From an optimization exercise on the open Yosys and OpenROAD flow, aimed at small area and a short achievable clock period; shortcuts taken in it are not production practice. Function was checked by simulation only, so behaviour that the tests miss may differ from the original.

`config.mk`:
```
export PLATFORM = sky130hd
export DESIGN_NAME = sin_cos
export DESIGN_NICKNAME = sin_cos
export VERILOG_FILES = /design/flow/design.v
export SDC_FILE = /design/flow/constraint.sdc
export NUM_CORES = 4
export LEC_CHECK = 0
export CAP_MARGIN = 20
export CORE_MARGIN = 2
export CORE_UTILIZATION = 40
export SLEW_MARGIN = 20
```
`constraint.sdc`:
```
create_clock -name core_clock -period 6.5 [get_ports {clock}]
set_input_delay 1.3000 -clock core_clock [delete_from_list [all_inputs] [get_ports {clock}]]
set_output_delay 1.3000 -clock core_clock [all_outputs]
set_load 0.01 [all_outputs]
```
`design.v`:
```
`timescale 1ns/1ps
module rotation #(
	parameter DSIZE		= 16
)(
	input				clock,
	input				rst_n,
	input [DSIZE-1:0]	idata,
	input [DSIZE-1:0]	comp,
	output[DSIZE-1:0]	odata,
	output				cmp_rel			 
);
reg [DSIZE-1:0]	data_reg;
always@(posedge clock,negedge rst_n)
	if(~rst_n)	data_reg	<= {DSIZE{1'b0}};
	else begin
		if(comp > idata)
				data_reg	<= idata;
		else	data_reg	<= idata - comp;
	end   
reg 			cmp_reg;
always@(posedge clock)
	cmp_reg		<= !(comp > idata);
assign	odata	= data_reg;
assign	cmp_rel	= cmp_reg;
endmodule
`timescale 1ns/1ps
module shift_add #(
	parameter	DSIZE	= 16,
	parameter	SNUM	= 0
)(
	input				clock	,
	input				en		,
	input [DSIZE-1:0]	X       ,
	input [DSIZE-1:0]	Y       ,
	output[DSIZE-1:0]	Z       
);
reg [DSIZE:0]		data;
always@(posedge clock)
	if(en)	data	<= X + (Y>>SNUM);
	else	data	<= X;
assign	Z = data[DSIZE]? {DSIZE{1'b1}} : data[DSIZE-1:0];
endmodule
`timescale 1ns/1ps
module shift_sub #(
	parameter	DSIZE	= 16,
	parameter	SNUM
)(
	input				clock	,
	input				en		,
	input [DSIZE-1:0]	X		,
	input [DSIZE-1:0]	Y		,
	output[DSIZE-1:0]	Z
);
reg [DSIZE:0]	data;
always@(posedge clock)
	if(en)	data	<= X - (Y>>SNUM);
	else	data	<= X;
assign	Z	= data[DSIZE]? {DSIZE{1'b0}} : data[DSIZE-1:0];
endmodule
`timescale 1ns/1ps
module collect_cos #(
	parameter		DSIZE	= 16,
	parameter		SEL		= 16
)(
	input				clock	,
	input				en		,
	input [DSIZE-1:0]	X		,
	output[DSIZE-1:0]	Y
);
localparam		CSIZE	= DSIZE;
localparam		COS_45_000		=  0.7071 * 2**CSIZE,      
                COS_26_565      =  0.8944 * 2**CSIZE,
                COS_14_036      =  0.9701 * 2**CSIZE,
                COS_7_1250      =  0.9923 * 2**CSIZE,
                COS_3_5763      =  0.9981 * 2**CSIZE,
                COS_1_7899      =  0.9995 * 2**CSIZE,
                COS_0_8952      =  0.9999 * 2**CSIZE,
                COS_0_4476      =  1.0000 * 2**CSIZE,
                COS_0_2238      =  1.0000 * 2**CSIZE,
                COS_0_1119      =  1.0000 * 2**CSIZE,
                COS_0_0560      =  1.0000 * 2**CSIZE,
                COS_0_0280      =  1.0000 * 2**CSIZE,
                COS_0_0140      =  1.0000 * 2**CSIZE,
                COS_0_0070      =  1.0000 * 2**CSIZE,
                COS_0_0035      =  1.0000 * 2**CSIZE,
                COS_0_0017      =  1.0000 * 2**CSIZE,
	            COS_0_0009	    =  1.0000 * 2**CSIZE;
wire [CSIZE:0]	cos_cf [16:0]	;
assign	cos_cf[ 0]	= COS_45_000		;
assign	cos_cf[ 1]	= COS_26_565		;
assign	cos_cf[ 2]	= COS_14_036		;
assign	cos_cf[ 3]	= COS_7_1250		;
assign	cos_cf[ 4]	= COS_3_5763		;
assign	cos_cf[ 5]	= COS_1_7899		;
assign	cos_cf[ 6]	= COS_0_8952		;
assign	cos_cf[ 7]	= COS_0_4476		;
assign	cos_cf[ 8]	= COS_0_2238		;
assign	cos_cf[ 9]	= COS_0_1119		;
assign	cos_cf[10]	= COS_0_0560		;
assign	cos_cf[11]	= COS_0_0280		;
assign	cos_cf[12]	= COS_0_0140		;
assign	cos_cf[13]	= COS_0_0070		;
assign	cos_cf[14]	= COS_0_0035		;
assign	cos_cf[15]	= COS_0_0017		;
assign	cos_cf[16]	= COS_0_0009		;
localparam [4:0]	SM = (SEL > 16)? 16 : SEL; 
reg [DSIZE+CSIZE-1:0]		mul_data;
always@(posedge clock)
	case(SM)
	5'd0	: mul_data	<= en? X * cos_cf[ 0]	: X << CSIZE ;
	5'd1    : mul_data	<= en? X * cos_cf[ 1]   : X << CSIZE ;
    5'd2    : mul_data	<= en? X * cos_cf[ 2]   : X << CSIZE ;
    5'd3    : mul_data	<= en? X * cos_cf[ 3]   : X << CSIZE ;
    5'd4    : mul_data	<= en? X * cos_cf[ 4]   : X << CSIZE ;
    5'd5    : mul_data	<= en? X * cos_cf[ 5]   : X << CSIZE ;
    5'd6    : mul_data	<= en? X * cos_cf[ 6]   : X << CSIZE ;
    5'd7    : mul_data	<= en? X * cos_cf[ 7]   : X << CSIZE ;
    5'd8    : mul_data	<= en? X * cos_cf[ 8]   : X << CSIZE ;
    5'd9    : mul_data	<= en? X * cos_cf[ 9]   : X << CSIZE ;
    5'd10   : mul_data	<= en? X * cos_cf[10]   : X << CSIZE ;
    5'd11   : mul_data	<= en? X * cos_cf[11]   : X << CSIZE ;
    5'd12   : mul_data	<= en? X * cos_cf[12]   : X << CSIZE ;
    5'd13   : mul_data	<= en? X * cos_cf[13]   : X << CSIZE ;
    5'd14   : mul_data	<= en? X * cos_cf[14]   : X << CSIZE ;
	5'd15   : mul_data	<= en? X * cos_cf[15]   : X << CSIZE ;
	5'd16   : mul_data	<= en? X * cos_cf[16]   : X << CSIZE ;  
	default : mul_data	<= X << DSIZE;
	endcase
assign	Y = mul_data[CSIZE+DSIZE-1-:DSIZE];
endmodule
`timescale 1ns/1ps
module sin_cos #(
	parameter	ASIZE	=	16,
	parameter	DSIZE	= 	16,
	parameter	RNUM	= 	16
)(
	input				clock 	,
	input [ASIZE-1:0]	angle   ,
	output[DSIZE-1:0]	cos		,
	output[DSIZE-1:0]	sin		
);
localparam	RSIZE	= (RNUM > 16)? 16 : RNUM;
localparam		Angle_45		= 45*2**     (1*ASIZE)	/90,			 
				Angle_26		= 26.5651*2**(1*ASIZE)	/90,       
				Angle_14		= 14.0362*2**(1*ASIZE)	/90,       
				Angle_7			= 7.1250*2** (1*ASIZE)	/90,        
				Angle_3			= 3.5763*2** (1*ASIZE)	/90,        
				Angle_1_7899	= 1.7899*2** (1*ASIZE)	/90,        
				Angle_0_8952	= 0.8952*2** (1*ASIZE)	/90,        
				Angle_0_4476	= 0.4476*2** (1*ASIZE)	/90,        
				Angle_0_2238	= 0.2238*2** (1*ASIZE)	/90,        
				Angle_0_1119	= 0.1119*2** (1*ASIZE)	/90,
				Angle_0_0560	= 0.0560*2** (1*ASIZE)	/90,
				Angle_0_0280	= 0.0280*2** (1*ASIZE)	/90,    	
                Angle_0_0140    = 0.0140*2** (1*ASIZE)	/90,
                Angle_0_0070    = 0.0070*2** (1*ASIZE)	/90,
                Angle_0_0035    = 0.0035*2** (1*ASIZE)	/90,
                Angle_0_0017    = 0.0017*2** (1*ASIZE)	/90,
                Angle_0_0009    = 0.0009*2** (1*ASIZE)	/90;
wire [ASIZE-1:0]	ANGLE [16:0];
assign	ANGLE [ 0]	= Angle_45				;    
assign	ANGLE [ 1]	= Angle_26	            ;
assign	ANGLE [ 2]	= Angle_14	            ;
assign	ANGLE [ 3]	= Angle_7		        ;
assign	ANGLE [ 4]	= Angle_3		        ;
assign	ANGLE [ 5]	= Angle_1_7899          ;
assign	ANGLE [ 6]	= Angle_0_8952          ;
assign	ANGLE [ 7]	= Angle_0_4476          ;
assign	ANGLE [ 8]	= Angle_0_2238          ;
assign	ANGLE [ 9]	= Angle_0_1119          ;
assign	ANGLE [10]	= Angle_0_0560          ;
assign	ANGLE [11]	= Angle_0_0280          ;
assign	ANGLE [12]	= Angle_0_0140          ;
assign	ANGLE [13]	= Angle_0_0070          ;
assign	ANGLE [14]	= Angle_0_0035          ;
assign	ANGLE [15]	= Angle_0_0017          ;
assign	ANGLE [16]	= Angle_0_0009          ;
wire[ASIZE-1:0]		angle_value	[RSIZE-1:0];
wire[ASIZE-1:0]		angle_rotate_result [RSIZE-1:0];	 
reg [RSIZE-1:0]		rotation_occure;
wire[RSIZE-1:0]		shift_en;			
assign	angle_value[0] = angle;
genvar II;
generate
for(II=0;II<RSIZE;II=II+1)begin:LOOP_BLOCK
rotation #(
	.DSIZE			(ASIZE)
)rotation_inst(
	.clock			(clock						),
	.rst_n          (1'b1						),
	.idata          (angle_value[II]			),
	.comp           (ANGLE[II]					),
	.odata          (angle_rotate_result[II]	),
	.cmp_rel		(shift_en[II]				)
);
if(II != (RSIZE-1))begin
assign	angle_value[II+1]	= angle_rotate_result[II];
end
end
endgenerate
wire[DSIZE:0]	xcoords_value 	[RSIZE-1:0];
wire[DSIZE:0]	ycoords_value	[RSIZE-1:0];
wire[DSIZE:0]	x_shift_result [RSIZE-1:0];
wire[DSIZE:0]	y_shift_result [RSIZE-1:0];
assign	xcoords_value[0]	= 1'b1<<DSIZE;
assign	ycoords_value[0]	= {DSIZE{1'b0}};
generate
for (II = 0;II<RSIZE;II=II+1)begin:SHIFT_BLOCK
shift_sub #(
	.DSIZE		(DSIZE+1		),
	.SNUM 		(II				)
)shift_sub_inst(
	.clock		(clock					),
	.en			(shift_en[II]           ),
	.X			(xcoords_value[II]          ),
	.Y			(ycoords_value[II]          ),
	.Z      	(x_shift_result[II]   )
);
shift_add #(
	.DSIZE		(DSIZE+1		),
	.SNUM 		(II				)
)shift_add_inst(
	.clock		(clock					),
	.en			(shift_en[II]           ),
	.X			(ycoords_value[II]          ),
	.Y			(xcoords_value[II]          ),
	.Z      	(y_shift_result[II]   )
);
if(II != (RSIZE-1))begin
assign	ycoords_value[II+1] = y_shift_result[II];
assign	xcoords_value[II+1]	= x_shift_result[II];
end
end
endgenerate
wire[DSIZE-1:0]		cos_coeff [RSIZE-1:0];
wire[DSIZE-1:0]		cos_coeff_result [RSIZE-1:0];
assign	cos_coeff[0]	= {DSIZE{1'b1}};
generate
for(II=0;II<RSIZE;II=II+1)begin:COS_COEFF_BLOCK
collect_cos #(
	.DSIZE			(DSIZE		),
	.SEL			(II			)
)collect_cos_inst(
	.clock			(clock					),
	.en				(shift_en[II]           ),
	.X				(cos_coeff[II]          ),
	.Y      		(cos_coeff_result[II]   )
);
if(II != (RSIZE-1))begin
assign	 cos_coeff[II+1] = cos_coeff_result[II];
end
end
endgenerate
reg [DSIZE+DSIZE:0]		X_reg,Y_reg;
always@(posedge clock)begin
	X_reg	<=  cos_coeff_result[RSIZE-1][DSIZE-1:0] *  x_shift_result[RSIZE-1][DSIZE-:(DSIZE+1)]; 
	Y_reg	<=  cos_coeff_result[RSIZE-1][DSIZE-1:0] *  y_shift_result[RSIZE-1][DSIZE-:(DSIZE+1)]; 
end
assign	cos	= X_reg[DSIZE+DSIZE-1-:DSIZE];
assign	sin	= Y_reg[DSIZE+DSIZE-1-:DSIZE];
endmodule
```
`run.sh`:
```
#!/bin/bash
# synth_recipe.tcl (not shown) runs the flow's synth.tcl, then flattens the netlist and writes it again
# the make line also repeats each setting of config.mk as NAME=value (left out here)
make -C /OpenROAD-flow-scripts/flow DESIGN_CONFIG=/design/flow/config.mk WORK_HOME=/design/flow/orfs CLKGATE_MAP_FILE= SYNTH_SCRIPT=/design/flow/synth_recipe.tcl finish
```
==> run summary <==
[cells in the final DEF, fill, tap and decap left out, types with 128 or more instances in the layout]
master   synthesis  final
inv_1         1393   1391
dfxtp_1        970    965
fa_1           919    918
ha_1           916    916
nand2_1        607    606
nor2_1         506    506
a21oi_1        317    314
xnor2_1        305    305
and2_1         249    249
o21ai_0        236    234
nor2b_1        218    212
xor2_1         191    191
nor3_1         169    169
buf_4            0    146
a21o_1         128    128
[stage by stage]
step | TNS, ns | std cells | cell area [sq um]
3_3_place_gp | -0.1045 | 11010 | 83440
3_5_place_dp | -0.2750 | 11010 | 83440
6_report | 0 | 11210 | 87350
5_1_grt | -0.06265 | 11210 | 87340
4_1_cts | 0 | 11200 | 87210
2_1_floorplan | -0.07174 | 8376 | 79170
[timing repair]
action / 4_1_cts / 5_1_grt
pin swaps: 1 / 4
cloned: 0 / 0
setup buffers: 0 / 2
setup endpoints to repair: 8 / 17
resized for setup: 10 / 33
[cell type report]
class / count / area, sq um
Sequential cell: 970 / 19420
Multi-Input combinational cell: 5793 / 53820
Tap cell: 2640 / 3303
Clock buffer: 147 / 3077
Inverter: 1400 / 5259
Fill cell: 18980 / 109700
Timing Repair Buffer: 205 / 1797
Clock inverter: 51 / 659.4
Antenna cell: 3 / 7.507
[worst min path at each step]
stage	slack (ns)	cells past startpoint	to	startpoint
final	0.30	0	COS_COEFF_BLOCK[14].collect_cos_inst.mul_data[29]	COS_COEFF_BLOCK[13].collect_cos_inst.mul_data[29]
after global routing	0.32	0	COS_COEFF_BLOCK[14].collect_cos_inst.mul_data[31]	COS_COEFF_BLOCK[13].collect_cos_inst.mul_data[31]
after floorplan	0.31	0	COS_COEFF_BLOCK[10].collect_cos_inst.mul_data[16]	COS_COEFF_BLOCK[9].collect_cos_inst.mul_data[16]
after global placement	0.31	0	COS_COEFF_BLOCK[7].collect_cos_inst.mul_data[23]	COS_COEFF_BLOCK[6].collect_cos_inst.mul_data[23]
after CTS	0.31	0	COS_COEFF_BLOCK[14].collect_cos_inst.mul_data[29]	COS_COEFF_BLOCK[13].collect_cos_inst.mul_data[29]
after detailed placement	0.31	0	COS_COEFF_BLOCK[11].collect_cos_inst.mul_data[29]	COS_COEFF_BLOCK[10].collect_cos_inst.mul_data[29]
[cells by family (layout without fill, tap and decap cells)]
| logic type | after synthesis | after routing | share of synthesized area (%) |
|---|---|---|---|
| xor+xnor | 496 | 496 | 5.489 |
| fa+ha+maj | 1835 | 1835 | 37.73 |
| other cells | 2 | 13 | 0.009489 |
| flops | 970 | 970 | 24.54 |
| compound gates | 1085 | 1085 | 8.841 |
| simple gates | 2244 | 2244 | 14.01 |
| mux | 123 | 123 | 1.703 |
| buf+inv | 1613 | 1803 | 7.679 |
[per-layer routing]
| layer | share of wire [%] | track usage (%) | vias to the layer above |
|---|---|---|---|
| li1 | - | - | 27100 |
| met1 | 44 | 21.40 | 26340 |
| met2 | 50 | 31.29 | 814 |
| met3 | 3.1 | 2.069 | 279 |
| met4 | 3.1 | 5.350 | 0 |
| met5 | 0 | 0 | - |
[worst max-delay path: cells and delay by family, from the launching register on]
family                     cells  cell delay (ns)
adders and majority gates      7             3.18
and+or+nand+nor                5             0.98
AOI/OAI and AO/OA              5             0.95
buffers and inverters          5             0.57
DFF                            1             0.38
==> summary.txt <==
Outcome = timing/DRC/antenna clean
Final Cycle Share = 95.74%
Largest register FFs = 239
Final core occ = 44.34%
Clock net sink count = 970
Die Wd = 448.8 microns
# setup viols final = 0
FF+latch count, synth = 970
Longest Clk Path Bufs = 3
Remaining routing DRC violations = 0
Final ANT Viol Nets = 0
Syn Inst Count = 8368
Max transition margin = 39.23%
HP Class = reg2reg
Initial DRC count = 2636
Largest cells by area after synthesis = dfxtp_1 (25%), fa_1 (23%), ha_1 (14%)
Initial antenna violation count = 6
Grt ovf = 0
Crit path cell chain = buf_4 -> or2_2 -> and2_1 -> fa_1 -> fa_1 -> fa_1 -> fa_1 -> fa_1 -> inv_1 -> fa_1 -> inv_1 -> ha_1 -> buf_4 -> a21oi_1 -> o21a_1 -> a2bb2oi_1 -> nand4_1 -> nand2_2 -> buf_4 -> o21ai_0 -> a211oi_1 -> nor2_1
Yosys top cell by area = dfxtp_1
Core area = 197000 sq um
Peak Freq = 0.1607 GHz
Largest net degree at the start of global routing = 59
Warnings, synthesis = 354
Yosys top cell area share = 24.54%
Clock latency at the later pin of the worst-skew pair = 0.75 ns
Worst Setup Path Type = reg2reg
Sequential area share after synthesis = 24.54%
Reg2reg end = Y_reg[26]
Worst-margin pin slew = 0.9103 ns
Worst Path Max Fanout = 14
Min cycle time layout = 6.223 ns
Prevailing post-synth register cell = dfxtp_1
Ports = 49
CTS root buffer = clkbuf_16
Syn Std Cell Area = 79140 sq um
Final hold violation count = 0
Max-slew violations = 0
RePlAce Congestion = 0.8992
Global-route wire length before repair = 288.4 mm
Max incr delay on CP = 0.55 ns
Worst Path Required = 7.09 ns
TritonRoute pass-1 iters = 6
Worst-path clk slew = 0.06 ns
R2R cell count = 22
Reg-to-reg setup timing slack = 0.28 ns
Synth-to-layout area growth = 10.37%
Synth cell types = 99
Asr flop ratio synth = 0%
Setup crit start = SHIFT_BLOCK[15].shift_add_inst.data[17]
HPWL after DPL = 142.0 mm
GRT Util Overall = 17.31%
Via density per instance = 4.865
Number of global-route vias before repair = 57680
Max-cap check violation count = 0
Worst setup SP type = register
Die span in y = 448.8 microns
Hold WS = 0.2975 ns
Avg Inst Size Synth = 9.458 sq um
Most common cell in the netlist = inv_1
RR Startpoint = SHIFT_BLOCK[15].shift_add_inst.data[17]
Kind of end point of the critical path = register
Share of cells above drive strength 1 = 7.308%
Top cell by count, worst path = fa_1
CP endpoint = Y_reg[26]
# H-tree levels = 3
# hold bufs at CTS = 0
Crit path max-delay cell type = fa_1
PortBufs = 48
Initial Util = 40.17%
WL final = 172.2 mm
RSZ-0062 raised after global routing = yes
Post-synth EDFFs = 0
Area of the die = 201400 sq um
DP Worst Slack = -0.1236 ns
Synth top cells by count = inv_1 (1393), dfxtp_1 (970), fa_1 (919)
TritonCTS clock tree = done
Worst EP arrival = 6.81 ns
Total Nets Final = 10330
Cts bufs inserted = 106
Vias after detailed routing = 54540
Wire per inst = 15.36 microns
Setup ws final = 0.2769 ns
Row count = 163
Clock Skew = 0.05168 ns

afterwards: timing with drivers on the ports:
Ports are ideal in the flow. The routed layout listed here was re-timed in OpenROAD.
Step 1, drivers: a clkbuf_16 drives clock and a buf_2 each remaining input, both assumed.
Step 2 times the ports against the registers' clock, not the clock port: input delays grow and output delays shrink by t, the midpoint of the rising clock arrivals with the driver on.
Three values: ideal, step 1, step 2; two values: the first two.
shift t [ns]: 0.801
setup slack, ns: 0.277 / 0.277 / 0.277
worst hold slack (ns): 0.297 / 0.297 / 0.297
slew at the worst register clock pin (ns): 0.07 / 0.07
worst data-port slew with drivers (ns): 0.04
After both steps this run still meets setup and hold. The setup slack of this run moves by 0.000 ns with the drivers and by 0.000 ns with both steps.
